From an optimization exercise on the open Yosys and OpenROAD flow, aimed at small area; shortcuts taken in it are not production practice.
Only simulation tests tie the RTL to the original design; equivalence was not proved.
The clock input has no modelled driver; a real chip could not lean on it and would need a root buffer or a full tree.
Power is estimated from default activity; no workload was simulated.

Setup of job 101:
// final_top
module final_top #(
    parameter NW = 22, KW = 20,
    parameter [NW-1:0] TW = 22'h25B6B0, MW = 22'h2FFFDF,
    parameter [NW-1:0] SX = 22'h286415, TX = 22'h000400, MX = 22'h3EABFF,
    parameter NP = 20, KP = 16,
    parameter [NP-1:0] TP = 20'h8D9B5, MP = 20'hFD7FF,
    parameter DW = 20, THB = 32, THR = 22, THG = 54
    ) (
    input freqIn,
    input clk,
    input rst,
    input ips_r, ips_L, ips_a,
    input obs_det,
    output RMF,RMB,LMF,LMB, LM_pwm,RM_pwm,
    output select0,
    output select1,
    output select2,
    output select3,
    output EO,
    output [3:0]an,
    output a, b, c, d, e, f, g
    );
Size: about 430 cells after synthesis, roughly 29 I/O pins, ~0.0042 mm2 of cells after synthesis.
clock: 10.0 ns
lec_check: 0
cap_margin: 20
core_margin: 2
core_utilization: 40
place_density: 0.6
slew_margin: 20
standard.sh (not shown) runs the stock make flow with config.mk's settings and CLKGATE_MAP_FILE= SYNTH_SCRIPT=/design/flow/synth_recipe.tcl, a recipe that flattens the netlist after the stock synthesis.
==> flow/flow/run.sh <==
#!/bin/bash
# The standard layout (standard.sh) with these changes to how the layout is made:
#  - synthesis: the standard synthesis runs unchanged; then flow/resyn.sh re-maps its
#    combinational logic for area with ABC (flip-flops keep their instances, names
#    and cell types), keeps the smallest candidate that yosys proves equivalent to
#    the standard netlist, and the layout continues from that netlist;
#  - after floorplan (POST_FLOORPLAN_TCL hook): flow/downsize.tcl gives every logic
#    cell the smallest drive of its family (repair_design later fixes slew and load),
#    and flow/tiemerge.tcl leaves a single tie cell for all constants;
#  - clock tree built by flow/manual_cts.tcl (PRE_CTS_TCL hook): the clock port drives
#    4 clkbuf_16 leaf buffers, each driving the flip-flops of one placement cluster;
#    TritonCTS is skipped;
#  - port buffers are buf_1 cells (every input and output still gets its buffer).
# Logs in this folder: flow_synth.log and flow_make.log (make), resyn.log (summary),
# resyn_yosys_*.log and resyn_equiv_*.log (yosys); ORFS keeps each step's log under orfs/logs/.
set -euo pipefail
here=$(pwd)
export FLOW_FLOW_DIR=$here/flow
R=$here/orfs/results/sky130hd/final_top/base
LIB=$FLOW_HOME/platforms/sky130hd/lib/sky130_fd_sc_hd__tt_025C_1v80.lib
KNOBS=(
  "POST_FLOORPLAN_TCL=$here/flow/post_floorplan.tcl"
  "PRE_CTS_TCL=$here/flow/manual_cts.tcl"
  MCTS_NLEAF=4 MCTS_BUF=sky130_fd_sc_hd__clkbuf_16
  "BUFFER_PORTS_ARGS=-buffer_cell sky130_fd_sc_hd__buf_1"
  SKIP_REPAIR_TIE_FANOUT=1
)
bash standard.sh "${KNOBS[@]}" synth > flow_synth.log 2>&1
cp "$R/1_2_yosys.v" "$R/1_2_yosys.std.v"
bash flow/resyn.sh "$R/1_2_yosys.std.v" "$R/1_2_yosys.v" "$LIB" flow/dont_use.txt "$here/flow" "$here" > resyn.log 2>&1
bash standard.sh "${KNOBS[@]}" finish > flow_make.log 2>&1
Other scripts of this flow, unchanged in this note and not shown: flow/flow/abc_a0.abc, flow/flow/abc_d0.abc, flow/flow/abc_d1.abc, flow/flow/abc_d2.abc, flow/flow/abc_d3.abc, flow/flow/abc_d4.abc, flow/flow/abc_d5.abc, flow/flow/abc_e0.abc, flow/flow/dont_use.txt, flow/flow/downsize.tcl, flow/flow/manual_cts.tcl, flow/flow/post_floorplan.tcl, flow/flow/resyn.sh, flow/flow/tiemerge.tcl
Job 101 went all the way through the flow, and no timing, DRC or antenna check failed.
The following lists how job 104 was set up differently from job 101:
--- a/flow/flow/run.sh
+++ b/flow/flow/run.sh
@@ -13 +13,4 @@
-#  - port buffers are buf_1 cells (every input and output still gets its buffer).
+#  - port buffers are buf_1 cells (every input and output still gets its buffer);
+#  - power recovery (downsizing off the critical path) after global routing, then
+#    flow/post_global_route.tcl (POST_GLOBAL_ROUTE_TCL hook) repairs slew and
+#    capacitance again.
@@ -26,0 +30,2 @@
+  RECOVER_POWER=100
+  "POST_GLOBAL_ROUTE_TCL=$here/flow/post_global_route.tcl"
==> flow/flow/post_global_route.tcl (new file) <==
# POST_GLOBAL_ROUTE_TCL hook: power recovery may have downsized a driver below what
# its load needs; repair slew and capacitance once more, as after placement.
global_route -start_incremental
repair_design -slew_margin $::env(SLEW_MARGIN) -cap_margin $::env(CAP_MARGIN)
detailed_placement
global_route -end_incremental
estimate_parasitics -global_routing
[summary]
The final core utilization was comparable across job 101 and job 104. On final period utilization, job 101 and job 104 are basically level. From job 101 to job 104 the numbers moved as follows: power density relative to cell area shows no meaningful change; total met2 wirelength after detailed routing climbed about 0.54%. Job 104 -> job 101: starting utilization of the core area delta 0, exact match. From job 104 to job 101, path length in cells of the critical path did not move at all. As far as row count goes, job 101 and job 104 are indistinguishable; the numbers are identical. Comparing job 101 with job 104, the setup slack came out essentially unchanged.
In every run of this note, the design's own scripts or RTL, not TritonCTS, make the clock network.

* * *

Starting RTL as in the previous note.
==> flow/config.mk <==
export PLATFORM = sky130hd
export DESIGN_NAME = final_top
export DESIGN_NICKNAME = final_top
export VERILOG_FILES = /design/flow/design.v
export SDC_FILE = /design/flow/constraint.sdc
export NUM_CORES = 4
export LEC_CHECK = 0
export CAP_MARGIN = 20
export CORE_MARGIN = 2
export CORE_UTILIZATION = 40
export PLACE_DENSITY = 0.6
export SLEW_MARGIN = 20
==> flow/constraint.sdc <==
create_clock -name core_clock -period 10.0 [get_ports {clk}]
set_input_delay 2.0000 -clock core_clock [delete_from_list [all_inputs] [get_ports {clk}]]
set_output_delay 2.0000 -clock core_clock [all_outputs]
set_load 0.01 [all_outputs]
==> flow/flow/run.sh <==
#!/bin/bash
# The standard layout (standard.sh) with these changes to how the layout is made:
#  - synthesis: the standard synthesis runs unchanged; then flow/resyn.sh re-maps its
#    combinational logic for area with ABC (flip-flops keep their instances, names
#    and cell types), keeps the smallest candidate that yosys proves equivalent to
#    the standard netlist, and the layout continues from that netlist;
#  - after floorplan (POST_FLOORPLAN_TCL hook): flow/downsize.tcl gives every logic
#    cell the smallest drive of its family (repair_design later fixes slew and load),
#    and flow/tiemerge.tcl leaves a single tie cell for all constants;
#  - clock tree built by flow/manual_cts.tcl (PRE_CTS_TCL hook): the clock port drives
#    4 clkbuf_16 leaf buffers, each driving the flip-flops of one placement cluster;
#    TritonCTS is skipped;
#  - port buffers are buf_1 cells (every input and output still gets its buffer);
#  - power recovery (downsizing off the critical path) after global routing.
# Logs in this folder: flow_synth.log and flow_make.log (make), resyn.log (summary),
# resyn_yosys_*.log and resyn_equiv_*.log (yosys); ORFS keeps each step's log under orfs/logs/.
set -euo pipefail
here=$(pwd)
export FLOW_FLOW_DIR=$here/flow
R=$here/orfs/results/sky130hd/final_top/base
LIB=$FLOW_HOME/platforms/sky130hd/lib/sky130_fd_sc_hd__tt_025C_1v80.lib
KNOBS=(
  "POST_FLOORPLAN_TCL=$here/flow/post_floorplan.tcl"
  "PRE_CTS_TCL=$here/flow/manual_cts.tcl"
  MCTS_NLEAF=4 MCTS_BUF=sky130_fd_sc_hd__clkbuf_16
  "BUFFER_PORTS_ARGS=-buffer_cell sky130_fd_sc_hd__buf_1"
  SKIP_REPAIR_TIE_FANOUT=1
  RECOVER_POWER=100
)
bash standard.sh "${KNOBS[@]}" synth > flow_synth.log 2>&1
cp "$R/1_2_yosys.v" "$R/1_2_yosys.std.v"
bash flow/resyn.sh "$R/1_2_yosys.std.v" "$R/1_2_yosys.v" "$LIB" flow/dont_use.txt "$here/flow" "$here" > resyn.log 2>&1
bash standard.sh "${KNOBS[@]}" finish > flow_make.log 2>&1
==> flow/flow/abc1.abc <==
strash
&get -n
&deepsyn -T 5
&put
dch
amap
==> flow/flow/abc2.abc <==
strash
dch
amap
&get -n
&st
&dch
&nf -a
&put
strash
dc2
dch
map -a
mfs2
topo
strash
dch
amap
==> flow/flow/abc3.abc <==
strash
&get -n
&dch -f
&put
amap
Other scripts of this flow, unchanged in this note and not shown: flow/flow/dont_use.txt, flow/flow/downsize.tcl, flow/flow/manual_cts.tcl, flow/flow/post_floorplan.tcl, flow/flow/resyn.sh, flow/flow/tiemerge.tcl
The baseline reached the layout checks and failed them: max-capacitance violations, max-slew violations.
==> next run, changes <==
==> flow/flow/abc_a0.abc (new file) <==
strash
dch
amap
&get -n
&st
&dch
&nf -a
&put
strash
dc2
dch
map -a
mfs2
topo
strash
dch
amap
==> flow/flow/abc_d0.abc (new file) <==
strash
&get -n
&deepsyn -T 5 -S 0
&put
dch
amap
mfs2
strash
dch
amap
==> flow/flow/abc_d1.abc (new file) <==
strash
&get -n
&deepsyn -T 5 -S 1
&put
dch
amap
mfs2
strash
dch
amap
==> flow/flow/abc_d2.abc (new file) <==
strash
&get -n
&deepsyn -T 5 -S 2
&put
dch
amap
mfs2
strash
dch
amap
==> flow/flow/abc_d3.abc (new file) <==
strash
&get -n
&deepsyn -T 5 -S 3
&put
dch
amap
mfs2
strash
dch
amap
==> flow/flow/abc_d4.abc (new file) <==
strash
&get -n
&deepsyn -T 5 -S 4
&put
dch
amap
mfs2
strash
dch
amap
==> flow/flow/abc_d5.abc (new file) <==
strash
&get -n
&deepsyn -T 5 -S 5
&put
dch
amap
mfs2
strash
dch
amap
==> flow/flow/abc_e0.abc (new file) <==
strash
&get -n
&deepsyn -T 5
&put
dch
amap
removed: flow/flow/abc1.abc
removed: flow/flow/abc2.abc
removed: flow/flow/abc3.abc
The new run completed with no timing, DRC or antenna violations.
Combinational power goes up by about 8%.
Cell count goes down by 0.52%.
Utilization barely changes.
Clock skew goes up by 8.5 ps.
Cell area stays flat.
Fmax goes down by 2.2%.
Synthesized cell count goes down by 0.93%.
Register-to-register slack is worse by 80 ps.
Worst hold slack hardly moves.
Global-route usage goes down by 0.47 points.
Wire length goes down by 2.8%.
In every run of this note, the design's own scripts or RTL, not TritonCTS, make the clock network.

==> what the ideal ports hide <==
In the flow no input, the clock included, has a driving cell. The finished layouts below were timed again as built, in two steps. Step 1 assumes that a clkbuf_16 drives the clock port and a buf_2 every other input. Step 2, shift: input delay + t, output delay - t, t = (earliest + latest rising clock arrival at the registers) / 2. This alone moves slack from input paths to output paths. a / b / c = ideal ports / drivers / drivers and shift; a / b = the first two.
| run | t (ns) | setup WS [ns] | hold slack, ns | worst register clock-pin slew, ns | cell pins on the clock port's net |
|---|---|---|---|---|---|
| job 101 | 0.246 | 4.620 / 4.677 / 4.430 | 0.376 / 0.376 / 0.376 | 0.11 / 0.11 | 4 |
| job 104 | 0.246 | 4.619 / 4.676 / 4.430 | 0.376 / 0.376 / 0.376 | 0.11 / 0.11 | 4 |
| the first run of note 2 | 0.251 | 4.736 / 4.794 / 4.543 | 0.375 / 0.375 / 0.375 | 0.11 / 0.11 | 4 |
| the second run of note 2 | 0.246 | 4.619 / 4.676 / 4.430 | 0.376 / 0.376 / 0.376 | 0.11 / 0.11 | 4 |
For the first run of note 2, which loses most, drivers alone change the setup slack by +0.058 ns; drivers and shift together by -0.193 ns.
